Context: an optimization exercise on an open-source flow, tuned for small area and a short achievable clock period. The choices shown serve that exercise and are no tape-out recipe.
No functional check of the RTL was part of any run shown here.
Power figures rest on the tool's default switching activity, not on a simulated workload.

### design/flow/design.v
module processelement
(
  input  wire        clk,
  input  wire        reset,
  input  wire        clear,
  input  wire [7:0]  a,
  input  wire [7:0]  b,
  output reg  [15:0] c
);
  wire [63:0] pp;
  genvar gi, gj;
  generate for (gi = 0; gi < 8; gi = gi + 1) begin : g_pp_a
    for (gj = 0; gj < 8; gj = gj + 1) begin : g_pp_b
      assign pp[gi*8+gj] = a[gi] & b[gj];
    end
  end endgenerate
  wire [15:0] acc = clear ? 16'd0 : c;
  wire s1 = acc[5] ^ pp[5];
  wire k2 = acc[5] & pp[5];
  wire s3 = acc[6] ^ pp[6] ^ pp[13];
  wire k4 = (acc[6] & pp[6]) | (acc[6] & pp[13]) | (pp[6] & pp[13]);
  wire s5 = pp[20] ^ pp[27];
  wire k6 = pp[20] & pp[27];
  wire s7 = acc[7] ^ pp[7] ^ pp[14];
  wire k8 = (acc[7] & pp[7]) | (acc[7] & pp[14]) | (pp[7] & pp[14]);
  wire s9 = pp[21] ^ pp[28] ^ pp[35];
  wire k10 = (pp[21] & pp[28]) | (pp[21] & pp[35]) | (pp[28] & pp[35]);
  wire s11 = pp[42] ^ pp[49];
  wire k12 = pp[42] & pp[49];
  wire s13 = acc[8] ^ pp[15] ^ pp[22];
  wire k14 = (acc[8] & pp[15]) | (acc[8] & pp[22]) | (pp[15] & pp[22]);
  wire s15 = pp[29] ^ pp[36] ^ pp[43];
  wire k16 = (pp[29] & pp[36]) | (pp[29] & pp[43]) | (pp[36] & pp[43]);
  wire s17 = pp[50] ^ pp[57];
  wire k18 = pp[50] & pp[57];
  wire s19 = acc[9] ^ pp[23] ^ pp[30];
  wire k20 = (acc[9] & pp[23]) | (acc[9] & pp[30]) | (pp[23] & pp[30]);
  wire s21 = pp[37] ^ pp[44] ^ pp[51];
  wire k22 = (pp[37] & pp[44]) | (pp[37] & pp[51]) | (pp[44] & pp[51]);
  wire s23 = acc[10] ^ pp[31] ^ pp[38];
  wire k24 = (acc[10] & pp[31]) | (acc[10] & pp[38]) | (pp[31] & pp[38]);
  wire s25 = acc[3] ^ pp[3];
  wire k26 = acc[3] & pp[3];
  wire s27 = acc[4] ^ pp[4] ^ pp[11];
  wire k28 = (acc[4] & pp[4]) | (acc[4] & pp[11]) | (pp[4] & pp[11]);
  wire s29 = pp[18] ^ pp[25];
  wire k30 = pp[18] & pp[25];
  wire s31 = pp[12] ^ pp[19] ^ pp[26];
  wire k32 = (pp[12] & pp[19]) | (pp[12] & pp[26]) | (pp[19] & pp[26]);
  wire s33 = pp[33] ^ pp[40] ^ s1;
  wire k34 = (pp[33] & pp[40]) | (pp[33] & s1) | (pp[40] & s1);
  wire s35 = pp[34] ^ pp[41] ^ pp[48];
  wire k36 = (pp[34] & pp[41]) | (pp[34] & pp[48]) | (pp[41] & pp[48]);
  wire s37 = k2 ^ s5 ^ s3;
  wire k38 = (k2 & s5) | (k2 & s3) | (s5 & s3);
  wire s39 = pp[56] ^ k6 ^ s11;
  wire k40 = (pp[56] & k6) | (pp[56] & s11) | (k6 & s11);
  wire s41 = k4 ^ s7 ^ s9;
  wire k42 = (k4 & s7) | (k4 & s9) | (s7 & s9);
  wire s43 = k12 ^ s17 ^ k8;
  wire k44 = (k12 & s17) | (k12 & k8) | (s17 & k8);
  wire s45 = k10 ^ s13 ^ s15;
  wire k46 = (k10 & s13) | (k10 & s15) | (s13 & s15);
  wire s47 = pp[58] ^ k18 ^ k14;
  wire k48 = (pp[58] & k18) | (pp[58] & k14) | (k18 & k14);
  wire s49 = k16 ^ s19 ^ s21;
  wire k50 = (k16 & s19) | (k16 & s21) | (s19 & s21);
  wire s51 = pp[45] ^ pp[52] ^ pp[59];
  wire k52 = (pp[45] & pp[52]) | (pp[45] & pp[59]) | (pp[52] & pp[59]);
  wire s53 = k20 ^ k22 ^ s23;
  wire k54 = (k20 & k22) | (k20 & s23) | (k22 & s23);
  wire s55 = acc[11] ^ pp[39] ^ pp[46];
  wire k56 = (acc[11] & pp[39]) | (acc[11] & pp[46]) | (pp[39] & pp[46]);
  wire s57 = pp[53] ^ pp[60] ^ k24;
  wire k58 = (pp[53] & pp[60]) | (pp[53] & k24) | (pp[60] & k24);
  wire s59 = acc[12] ^ pp[47] ^ pp[54];
  wire k60 = (acc[12] & pp[47]) | (acc[12] & pp[54]) | (pp[47] & pp[54]);
  wire s61 = acc[2] ^ pp[2];
  wire k62 = acc[2] & pp[2];
  wire s63 = pp[10] ^ pp[17] ^ pp[24];
  wire k64 = (pp[10] & pp[17]) | (pp[10] & pp[24]) | (pp[17] & pp[24]);
  wire s65 = pp[32] ^ k26 ^ s29;
  wire k66 = (pp[32] & k26) | (pp[32] & s29) | (k26 & s29);
  wire s67 = k30 ^ k28 ^ s31;
  wire k68 = (k30 & k28) | (k30 & s31) | (k28 & s31);
  wire s69 = k32 ^ s35 ^ k34;
  wire k70 = (k32 & s35) | (k32 & k34) | (s35 & k34);
  wire s71 = k36 ^ s39 ^ k38;
  wire k72 = (k36 & s39) | (k36 & k38) | (s39 & k38);
  wire s73 = k40 ^ k42 ^ s43;
  wire k74 = (k40 & k42) | (k40 & s43) | (k42 & s43);
  wire s75 = k44 ^ k46 ^ s47;
  wire k76 = (k44 & k46) | (k44 & s47) | (k46 & s47);
  wire s77 = s51 ^ k48 ^ k50;
  wire k78 = (s51 & k48) | (s51 & k50) | (k48 & k50);
  wire s79 = k52 ^ s55 ^ k54;
  wire k80 = (k52 & s55) | (k52 & k54) | (s55 & k54);
  wire s81 = pp[61] ^ k56 ^ s59;
  wire k82 = (pp[61] & k56) | (pp[61] & s59) | (k56 & s59);
  wire s83 = acc[13] ^ pp[55] ^ pp[62];
  wire k84 = (acc[13] & pp[55]) | (acc[13] & pp[62]) | (pp[55] & pp[62]);
  wire s85 = acc[1] ^ pp[1];
  wire k86 = acc[1] & pp[1];
  wire s87 = pp[9] ^ pp[16] ^ s61;
  wire k88 = (pp[9] & pp[16]) | (pp[9] & s61) | (pp[16] & s61);
  wire s89 = k62 ^ s25 ^ s63;
  wire k90 = (k62 & s25) | (k62 & s63) | (s25 & s63);
  wire s91 = k64 ^ s27 ^ s65;
  wire k92 = (k64 & s27) | (k64 & s65) | (s27 & s65);
  wire s93 = k66 ^ s33 ^ s67;
  wire k94 = (k66 & s33) | (k66 & s67) | (s33 & s67);
  wire s95 = k68 ^ s37 ^ s69;
  wire k96 = (k68 & s37) | (k68 & s69) | (s37 & s69);
  wire s97 = s41 ^ k70 ^ s71;
  wire k98 = (s41 & k70) | (s41 & s71) | (k70 & s71);
  wire s99 = s45 ^ k72 ^ s73;
  wire k100 = (s45 & k72) | (s45 & s73) | (k72 & s73);
  wire s101 = s49 ^ k74 ^ s75;
  wire k102 = (s49 & k74) | (s49 & s75) | (k74 & s75);
  wire s103 = s53 ^ k76 ^ s77;
  wire k104 = (s53 & k76) | (s53 & s77) | (k76 & s77);
  wire s105 = s57 ^ k78 ^ s79;
  wire k106 = (s57 & k78) | (s57 & s79) | (k78 & s79);
  wire s107 = k58 ^ s81 ^ k80;
  wire k108 = (k58 & s81) | (k58 & k80) | (s81 & k80);
  wire s109 = k60 ^ s83 ^ k82;
  wire k110 = (k60 & s83) | (k60 & k82) | (s83 & k82);
  wire s111 = acc[14] ^ pp[63] ^ k84;
  wire k112 = (acc[14] & pp[63]) | (acc[14] & k84) | (pp[63] & k84);
  wire [15:0] r0 = {acc[15], s111, s109, k106, k104, k102, k100, k98, k96, k94, k92, k90, k88, k86, pp[8], acc[0]};
  wire [15:0] r1 = {k112, k110, k108, s107, s105, s103, s101, s99, s97, s95, s93, s91, s89, s87, s85, pp[0]};
  wire [15:0] sum = r0 + r1;
  always @(posedge clk) begin
    if (reset) c <= 16'd0;
    else       c <= sum;
  end
endmodule
module systolicCU
(
 input wire clk,reset,
 input wire [8-1:0] a1,a2,b1,b2,
 output reg clear1,clear2,clear3,clear4
);
localparam
	s0 = 0,
	s1 = 1,
	s2 = 2,
	s3 = 3,
	s4 = 4,
	s5 = 5,
	s6 = 6,
	s7 = 7,
	s8 = 8,
	s9 = 9,
	s10= 10;
	reg [4:0] state_reg,state_next;
always @(posedge clk) begin
    if (reset) begin
        state_reg <= s0;
    end
    else begin
        state_reg <= state_next;
    end
end 
always @(state_reg or a1) begin 
    state_next = s0;
    case (state_reg)
        s0 : begin
            if ( a1 != 0) begin   
                state_next = s1; 
            end
            else begin  
                state_next = s0; 
            end
        end
        s1 : begin
                state_next = s2; 
            end
        s2 : begin
                state_next = s3; 
            end
        s3 : begin
                state_next = s4; 
            end
        s4 : begin
                state_next = s5; 
            end
        s5 : begin
                state_next = s6; 
            end
        s6 : begin
                state_next = s7; 
            end
		  s7 : begin
                state_next = s8; 
            end
		  s8 : begin
                state_next = s9; 
            end
		  s9 : begin
                state_next = s10; 
            end
		  s10 : begin
                state_next = s3; 
            end
    endcase
end 
always @(state_reg) begin
    case (state_reg)  
        s0 : begin
				clear1 = 0;
				clear2 = 0;
				clear3 = 0;
				clear4 = 0;
        end
        s3 : begin
				clear1 = 0;
				clear2 = 0;
				clear3 = 0;
				clear4 = 0;
        end
        s8 : begin
				clear1 = 1;
				clear2 = 0;
				clear3 = 0;
				clear4 = 0;
        end
		  s9 : begin
				clear1 = 0;
				clear2 = 1;
				clear3 = 1;
				clear4 = 0;
        end
		  s10 : begin
				clear1 = 0;
				clear2 = 0;
				clear3 = 0;
				clear4 = 1;
        end
		  default: begin
				clear1 = 0;
				clear2 = 0;
				clear3 = 0;
				clear4 = 0;
		   end
    endcase
end 
endmodule
module systolictop
(
 input  wire clk, reset,
 input  wire [7:0] a1, a2, b1, b2,
 input  wire [2:0] i, j,
 output wire [15:0] c1, c2, c3, c4
);
  reg [7:0] a12, b13, a34, b24;
  wire clear1, clear2, clear3, clear4;
  always @(posedge clk) begin
    if (reset) begin
      a12 <= 8'd0; b13 <= 8'd0; a34 <= 8'd0; b24 <= 8'd0;
    end else begin
      a12 <= a1; b13 <= b1; a34 <= a2; b24 <= b2;
    end
  end
  systolicCU ctrl1(.clk(clk), .reset(reset), .a1(a1), .a2(a2), .b1(b1), .b2(b2),
                   .clear1(clear1), .clear2(clear2), .clear3(clear3), .clear4(clear4));
  processelement pe1 (.clk(clk), .reset(reset), .clear(clear1), .a(a1),  .b(b1),  .c(c1));
  processelement pe2 (.clk(clk), .reset(reset), .clear(clear2), .a(a12), .b(b2),  .c(c2));
  processelement pe3 (.clk(clk), .reset(reset), .clear(clear3), .a(a2),  .b(b13), .c(c3));
  processelement pe4 (.clk(clk), .reset(reset), .clear(clear4), .a(a34), .b(b24), .c(c4));
endmodule
### design/flow/run.sh
#!/bin/bash
# synth_recipe.tcl (not shown) runs the flow's synth.tcl, then flattens the netlist and writes it again
# the make line also repeats each setting of config.mk as NAME=value (left out here)
make -C /OpenROAD-flow-scripts/flow DESIGN_CONFIG=/design/flow/config.mk WORK_HOME=/design/flow/orfs CLKGATE_MAP_FILE= SYNTH_SCRIPT=/design/flow/synth_recipe.tcl finish
### design/flow/config.mk
export PLATFORM = sky130hd
export DESIGN_NAME = systolictop
export DESIGN_NICKNAME = systolictop
export VERILOG_FILES = /design/flow/design.v
export SDC_FILE = /design/flow/constraint.sdc
export NUM_CORES = 4
export LEC_CHECK = 0
export CAP_MARGIN = 20
export CORE_MARGIN = 2
export CORE_UTILIZATION = 40
export SLEW_MARGIN = 20
### design/flow/constraint.sdc
create_clock -name core_clock -period 6.6 [get_ports {clk}]
set_input_delay 1.3200 -clock core_clock [delete_from_list [all_inputs] [get_ports {clk}]]
set_output_delay 1.3200 -clock core_clock [all_outputs]
set_load 0.01 [all_outputs]
==> results of run 1 <==
per-layer routing:
layer / share of wire [%] / GRT usage, % / up-vias
li1: - / - / 4658
met2: 49 / 33.5 / 167
met3: 2.5 / 1.95 / 28
met1: 47 / 27.2 / 4872
met5: 0 / 0 / -
met4: 1.6 / 4.81 / 0
critical path: cells and delay by family:
kind / cells / cell delay (ps)
AOI/OAI and AO/OA: 4 / 950
adders and majority gates: 5 / 2400
buffers and inverters: 3 / 730
muxes: 1 / 380
and+or+nand+nor: 1 / 300
logic make-up (layout without fill, tap and decap cells):
family / Yosys count / in the layout / synth area share (%)
flops: 100 / 100 / 15.9
fa+ha+maj: 288 / 288 / 40.3
xor+xnor: 32 / 32 / 2.28
simple gates: 567 / 567 / 23.9
mux: 12 / 12 / 1.02
other cells: 0 / 1 / 0
buf+inv: 287 / 376 / 8.63
compound gates: 142 / 142 / 7.99
Yosys cell counts (6+ instances only):
cell type  count
ha_1          92
and3_1         8
nand4_1       10
and2_1       198
xor2_1        15
nor3_1        24
nand3_1       21
nor2b_1       51
a21o_1        21
nor2_1        53
o21ai_0       14
a21oi_1       42
fa_1         196
nand2_1      160
mux2_2         6
dfxtp_1      100
a211o_1        6
nor4_1         7
clkbuf_1      31
a31oi_1        6
inv_1        248
xnor2_1       16
nor3b_1        7
power breakdown:
part,switching (mW),internal (mW)
clock network,0.257,0.268
logic,2.06,1.63
registers,0.113,0.772
total,2.43,2.67
stage by stage:
stage | worst slack, ps | power [mW] | utilization (%) | instance area, um^2 | hold WS, ps
finish | 764 | 5.10 | 46.4 | 14300 | 567
global route | 547 | 5.68 | 46.4 | 14300 | 606
CTS | 794 | 5.14 | 46.4 | 14300 | 566
detailed placement | 405 | 4.57 | 45.5 | 14000 | 556
global placement | 491 | 4.52 | 45.5 | 14000 | 546
floorplan | 1260 | 3.59 | - | 12600 | 500
layout make-up:
class,count,area (um^2)
Fill cell,2987,16500
Multi-Input combinational cell,1041,9520
Sequential cell,100,2000
Timing Repair Buffer,112,1080
Inverter,248,931
Tap cell,396,495
Clock buffer,13,250
Clock inverter,3,22.5
Antenna cell,1,2.50
worst min path at each step:
| stage | from | slack, ps | cells after the start | end |
|---|---|---|---|---|
| 6_report | ctrl1.state_reg[0] | 570 | 1 | ctrl1.state_reg[0] |
| 5_1_grt | ctrl1.state_reg[0] | 610 | 1 | ctrl1.state_reg[0] |
| 4_1_cts | ctrl1.state_reg[0] | 570 | 1 | ctrl1.state_reg[0] |
| 3_5_place_dp | ctrl1.state_reg[0] | 560 | 1 | ctrl1.state_reg[0] |
| 3_3_place_gp | ctrl1.state_reg[0] | 550 | 1 | ctrl1.state_reg[0] |
| 2_1_floorplan | ctrl1.state_reg[0] | 500 | 1 | ctrl1.state_reg[0] |
cell usage in the layout, fill, tap and decap left out, drive strengths merged, types with 4 or more instances in the layout:
cell | synthesis | layout
o31ai | 4 | 4
dfxtp | 100 | 100
fa | 196 | 196
xnor2 | 16 | 16
and4 | 4 | 4
nor2 | 53 | 53
mux2 | 7 | 7
xor2 | 16 | 16
buf | 8 | 16
a221oi | 6 | 6
o21ai | 15 | 15
clkdlybuf4s50 | 0 | 96
and3 | 8 | 8
nand3 | 21 | 21
or3 | 5 | 5
and2 | 198 | 198
a211o | 6 | 6
a21o | 21 | 21
nor3b | 7 | 7
a31oi | 7 | 7
nand2 | 160 | 160
clkbuf | 31 | 13
nor2b | 51 | 51
inv | 248 | 248
mux2i | 5 | 5
nor3 | 24 | 24
ha | 92 | 92
a21oi | 42 | 42
nand4 | 10 | 10
a31o | 4 | 4
nor4 | 7 | 7
==> results by group, run 1 <==
Detailed routing
  • Final wirelength: 30.8 mm
  • Mean number of vias per cell: about 5.1
  • DR DRC count: 0
  • Via count: about 10k
  • Avg WL per Cell: about 16 um
  • DRT iter0 DRCs: around 430
  • Post-DRT Antenna Nets: 0
  • First drt pass iteration count: 5

Setup path
  • Startpoint types: input port
  • CP max stage delay: ~640 ps
  • Worst r2r src: ctrl1.state_reg[2]
  • Reg2reg path depth: 14
  • Crit end category: flip-flop
  • Crit-path slowest cell: clkdlybuf4s50_1
  • R2R Path End: pe4.c[14]
  • Reg-to-reg setup timing slack: a little under 1000 ps
  • CP Class: input port to flip-flop
  • Critical path destination: pe3.c[13]
  • CP max FO: 9
  • CP arrival: between 6000 and 7000 ps
  • Critical path required time: just under 7000 ps
  • Crit-path cells: clkdlybuf4s50_1 > and2_1 > fa_1 > fa_1 > fa_1 > inv_1 > fa_1 > inv_1 > ha_1 > a21oi_1 > o21ai_0 > o211a_1 > a311oi_1 > mux2_2
  • Top cell by count, worst path: fa_1
  • CP Launch Point: a2[5]

Cells and area
  • Layout cell share with drive strength beyond 1: ~3.2%
  • Post-route non-filler standard cell count: about 1.9k
  • Nets: around 1.8k
  • Synthesis-to-finish area growth: 13.5%

GRT
  • Largest net degree at the start of global routing: between 60 and 70
  • Total Routing Usage GR: 19.7%
  • First-pass GRT wire length: 52.5 mm
  • Remaining global-route overflow: 0
  • Initial antenna violation count: 0
  • Vias in the first global route: between 10k and 15k

STA
  • Final Critical Period: between 5000 and 6000 ps
  • Slew @ Worst Pin: 914 ps
  • Hold Vio Cnt, Final: 0
  • Final setup vio count: 0
  • Unrepaired setup endpoints after global routing: no
  • Final period utilization: about nine tenths
  • Highest attainable clock frequency: approximately 170 MHz
  • Setup TNS: 0 ps
  • Clock skew: approximately 7.1 ps
  • Slew Viols, Final: 0
  • Relative slew slack: 38.7%

Synth
  • Avg Cell Area, Syn: 8.83 um^2
  • Seq cells post-synth: 100
  • Syn Inst Count: around 1.4k
  • Cell Area, Synth: roughly 13000 um^2
  • Netlist cell types: slightly below 70
  • Ys async rst share: 0%
  • Synth warn: 3
  • Post-synth EDFFs: 0
  • Syn nets: between 1.5k and 2k
  • Synth top area share: 31.1%
  • Synth area leaders: fa_1, dfxtp_1, and2_1
  • Ys flop type: dfxtp_1
  • Yosys top cell by area: fa_1
  • Seq/Total Area, Yosys: about 16%

Pwr
  • P per Cell Area: ~360 nW/um^2
  • Peak supply drop: about 0.28 mV
  • Lkg Pwr: just under 7 nW

Die
  • Die area: 32900 um^2
  • Starting density of the core: 40.9%
  • Chip Width: roughly 180 um
  • Core ar.: roughly 31000 um^2
  • Die height: about 180 um
  • Num rows: 64
  • IO Pins: 104

CTS
  • Clock Path Buffers: 2
  • Sink Count: 100
  • H-Tree Depth: 3
  • # resized after CTS: 0
  • CTS tree: built
  • Root buf cell: clkbuf_16
  • Clk Latency, worst-skew pair: 360 ps
  • CTS buffer count: 9
  • CTS clk-pin slew, worst paths: roughly 80 ps
  • CTS Hold Bufs: 0
  • Setup bufs post-CTS: 0

Worst hold path
  • Hold Path Class: flip-flop to flip-flop

Placement
  • Post-detail-place hpwl: between 20 and 25 mm
  • Port bufs: 97
  • GP Congestion: between 0.8 and 0.9
  • Post-Place Cells: approximately 1.9k

Status
  • Status: timing/DRC/antenna clean

Run
  • Max Cap Viol: 0
==> inputs of run 2 (changes only) <==
--- a/design/flow/config.mk
+++ b/design/flow/config.mk
@@ -9,3 +9,4 @@
 export CORE_MARGIN = 2
 export CORE_UTILIZATION = 40
+export SETUP_SLACK_MARGIN = 1.5
 export SLEW_MARGIN = 20
==> results by group, run 2 <==
Status
  • Status: timing/DRC/antenna clean

Synth
  • Synth warn: 3 (unchanged)
  • Synth area leaders: fa_1, dfxtp_1, and2_1
  • Post-synth EDFFs: 0 (unchanged)
  • Cell Area, Synth: 12600 um^2 (unchanged)
  • Seq cells post-synth: 100 (unchanged)
  • Avg Cell Area, Syn: 8.83 um^2 (unchanged)
  • Yosys top cell by area: fa_1
  • Ys async rst share: 0% (unchanged)
  • Netlist cell types: 68 (unchanged)
  • Seq/Total Area, Yosys: 15.9% (unchanged)
  • Synth top area share: 31.1% (unchanged)
  • Top post-synthesis cells by count: inv_1, and2_1, fa_1
  • Count leader, synth: inv_1
  • Syn Inst Count: 1428 (unchanged)
  • Syn nets: 1756 (unchanged)
  • Ys flop type: dfxtp_1

Cells and area
  • Commonest non-fill, non-tap cell in the layout: inv_1
  • Layout cell share with drive strength beyond 1: 7.76% (+4.5 points)
  • Most frequent cells in the layout: inv_1, and2_1, fa_1, nand2_1, dfxtp_1
  • Fillers: 2999 (+0.40%)
  • Nets: 1844 (+0.22%)
  • Synthesis-to-finish area growth: 14.9%
  • # diodes: 0 (-1)
  • Post-route non-filler standard cell count: 1917 (+0.16%)

Pwr
  • Lkg Pwr: 6.84 nW (+1.0%)
  • P per Cell Area: 378 nW/um^2 (+5.9%)
  • Peak supply drop: 0.302 mV (+7.1%)
  • Power Total: 5.47 mW (+7.3%)

Placement
  • Post-Place Cells: 1895 (-0.11%)
  • Port bufs: 97 (unchanged)
  • Post-detail-place hpwl: 24.8 mm (about the same)
  • GP Congestion: 0.845 (-2.3%)

Worst hold path
  • Hold Path Class: flip-flop to flip-flop

Detailed routing
  • Top layer in use: met4
  • Mean number of vias per cell: 5.05 (-0.54%)
  • Met1 WL: 14.7 mm (+0.39%)
  • Met3 WL: 1.01 mm (+32%)
  • DRT iter0 DRCs: 407 (-4.5%)
  • Avg WL per Cell: 16.2 um (+0.42%)
  • Post-DRT Antenna Nets: 0 (unchanged)
  • Via count: 9688 (-0.38%)
  • DR DRC count: 0 (unchanged)
  • Met2 routed WL: 15.0 mm (+0.41%)
  • Final wirelength: 31.0 mm (+0.57%)
  • First drt pass iteration count: 5 (unchanged)

CTS
  • CTS buffer count: 9 (unchanged)
  • Clock Path Buffers: 2 (unchanged)
  • Root buf cell: clkbuf_16
  • Sink Count: 100 (unchanged)
  • CTS tree: built
  • CTS Hold Bufs: 0 (unchanged)
  • CTS clk-pin slew, worst paths: 80 ps (about the same)
  • Clk Latency, worst-skew pair: 360 ps (about the same)
  • H-Tree Depth: 3 (unchanged)

STA
  • Clock skew: 10.9 ps (+3.81 ps)
  • Hold Slack: 533 ps (-34.2 ps)
  • Highest attainable clock frequency: 199 MHz (+16%)
  • Final Critical Period: 5020 ps (-815 ps)
  • Hold Vio Cnt, Final: 0 (unchanged)
  • Slew Viols, Final: 0 (unchanged)
  • Unrepaired setup endpoints after global routing: no
  • Slew @ Worst Pin: 766 ps (-147 ps)
  • Final period utilization: 76.1% (-12 points)
  • Final setup vio count: 0 (unchanged)
  • Relative slew slack: 48.9% (+10 points)
  • Setup TNS: 0 ps (unchanged)

GRT
  • Initial antenna violation count: 0 (unchanged)
  • Remaining global-route overflow: 0 (unchanged)
  • Largest net degree at the start of global routing: 62 (-3.1%)
  • Total Routing Usage GR: 19.7% (-0.042 points)
  • Vias in the first global route: 10.1k (-1.8%)
  • First-pass GRT wire length: 52.2 mm (-0.46%)

Die
  • Core ar.: 30800 um^2 (unchanged)
  • Starting density of the core: 40.9% (unchanged)
  • Die area: 32900 um^2 (unchanged)
  • IO Pins: 104 (unchanged)
  • Die height: 182 um (unchanged)
  • Num rows: 64 (unchanged)
  • Chip Width: 182 um (unchanged)

Setup path
  • CP arrival: 5260 ps (-820 ps)
  • Startpoint types: input port
  • CP max FO: 7 (-2)
  • CP Class: input port to flip-flop
  • Critical path required time: 6840 ps (about the same)
  • Crit end category: flip-flop

Run
  • Max Cap Viol: 0 (unchanged)
==> run 2: per-stage QoR <==
stage,instance area (um^2),util (%),worst slack (ps)
3_5_place_dp,14000,45.5,551
2_1_floorplan,12600,-,1520
3_3_place_gp,14000,45.5,578
6_report,14500,47.0,1580
4_1_cts,14400,46.7,1500
5_1_grt,14500,47.0,1500
==> run 2: what timing repair did <==
| item | in CTS | in global routing |
|---|---|---|
| endpoints found under the setup margin | 27 | 18 |
| resized for setup | 83 | 66 |
| endpoints found under the hold margin | 0 | 0 |
| pin swaps | 3 | 13 |
| setup buffers | 1 | 5 |
==> run 2: metal layers <==
metal | global-route usage (%) | up-vias
met5 | 0 | -
met4 | 3.54 | 0
met3 | 2.35 | 16
met2 | 33.4 | 194
met1 | 27.4 | 4814
li1 | - | 4664
==> run 2: final cells by class <==
type                       instances  area (um^2)  area share, %
inverter                         248          931           6.43
clock buffer                      11          253           1.75
tap                              396          495           3.42
clock inverter                     5         36.3          0.251
timing repair buffer             116         1010           6.95
multi-input combinational       1041         9750           67.3
sequential                       100         2010           13.9
==> run 2: path summary, 6_finish.rpt <==
kind | start | slack [ps] | cells after the start | end
setup / recovery | a2[7] | 1580 | 16 | pe3.c[13]
hold / removal | ctrl1.state_reg[0] | 530 | 1 | ctrl1.state_reg[0]
setup reg to reg | ctrl1.state_reg[0] | 1770 | 15 | pe4.c[14]
hold reg to reg | ctrl1.state_reg[0] | 530 | 1 | ctrl1.state_reg[0]
==> run 2: cells by family (layout without fill, tap and decap cells) <==
group | Yosys count | in the layout | share of synthesized area [%]
AOI/OAI and AO/OA | 142 | 142 | 7.99
xor gates and xnor gates | 32 | 32 | 2.28
adders and majority gates | 288 | 288 | 40.3
buffers and inverters | 287 | 380 | 8.63
DFF | 100 | 100 | 15.9
muxes | 12 | 12 | 1.02
and+or+nand+nor | 567 | 567 | 23.9
==> run 2: worst max-delay path: stages <==
cell,delay [ps]
dlygate4sd2_1,280
and2_1,180
ha_1,260
inv_1,50
fa_1,490
inv_1,50
fa_1,530
inv_1,60
fa_1,540
inv_1,50
ha_2,320
and4_4,200
nor2b_1,120
o211a_1,230
a311oi_2,210
mux2_2,370
==> run 2: power by group <==
part | internal, mW | leakage (nW) | total, mW | switching (mW)
registers | 0.772 | 0.832 | 0.879 | 0.107
logic | 1.83 | 5.86 | 4.05 | 2.22
clock network | 0.278 | 0.145 | 0.542 | 0.264
total | 2.88 | 6.84 | 5.47 | 2.59

[static timing again, ports no longer ideal]
The results above use ideal ports. As a check the final layouts listed here were re-extracted and re-timed, cells and wires unchanged. Step 1: set_driving_cell puts a clkbuf_16 on clk and a buf_2 on each other input, an assumption about the parent block. Step 2 also shifts input and output timing later by t, the mid clock arrival at the registers, as if the neighbouring blocks saw the same clock. a / b / c = ideal ports / drivers / drivers and shift; a / b = the first two.
run	shift t [ns]	setup slack, ns	worst slew at a driven data input, ns	pins driven straight from the clock port
run 1	0.401	0.764 / 0.789 / 0.388	0.04	1
run 2	0.399	1.579 / 1.607 / 1.208	0.04	1
After both steps every run listed still meets setup and hold. The setup slack of run 1, which loses most, moves by +0.025 ns with the drivers and by -0.376 ns with both steps.
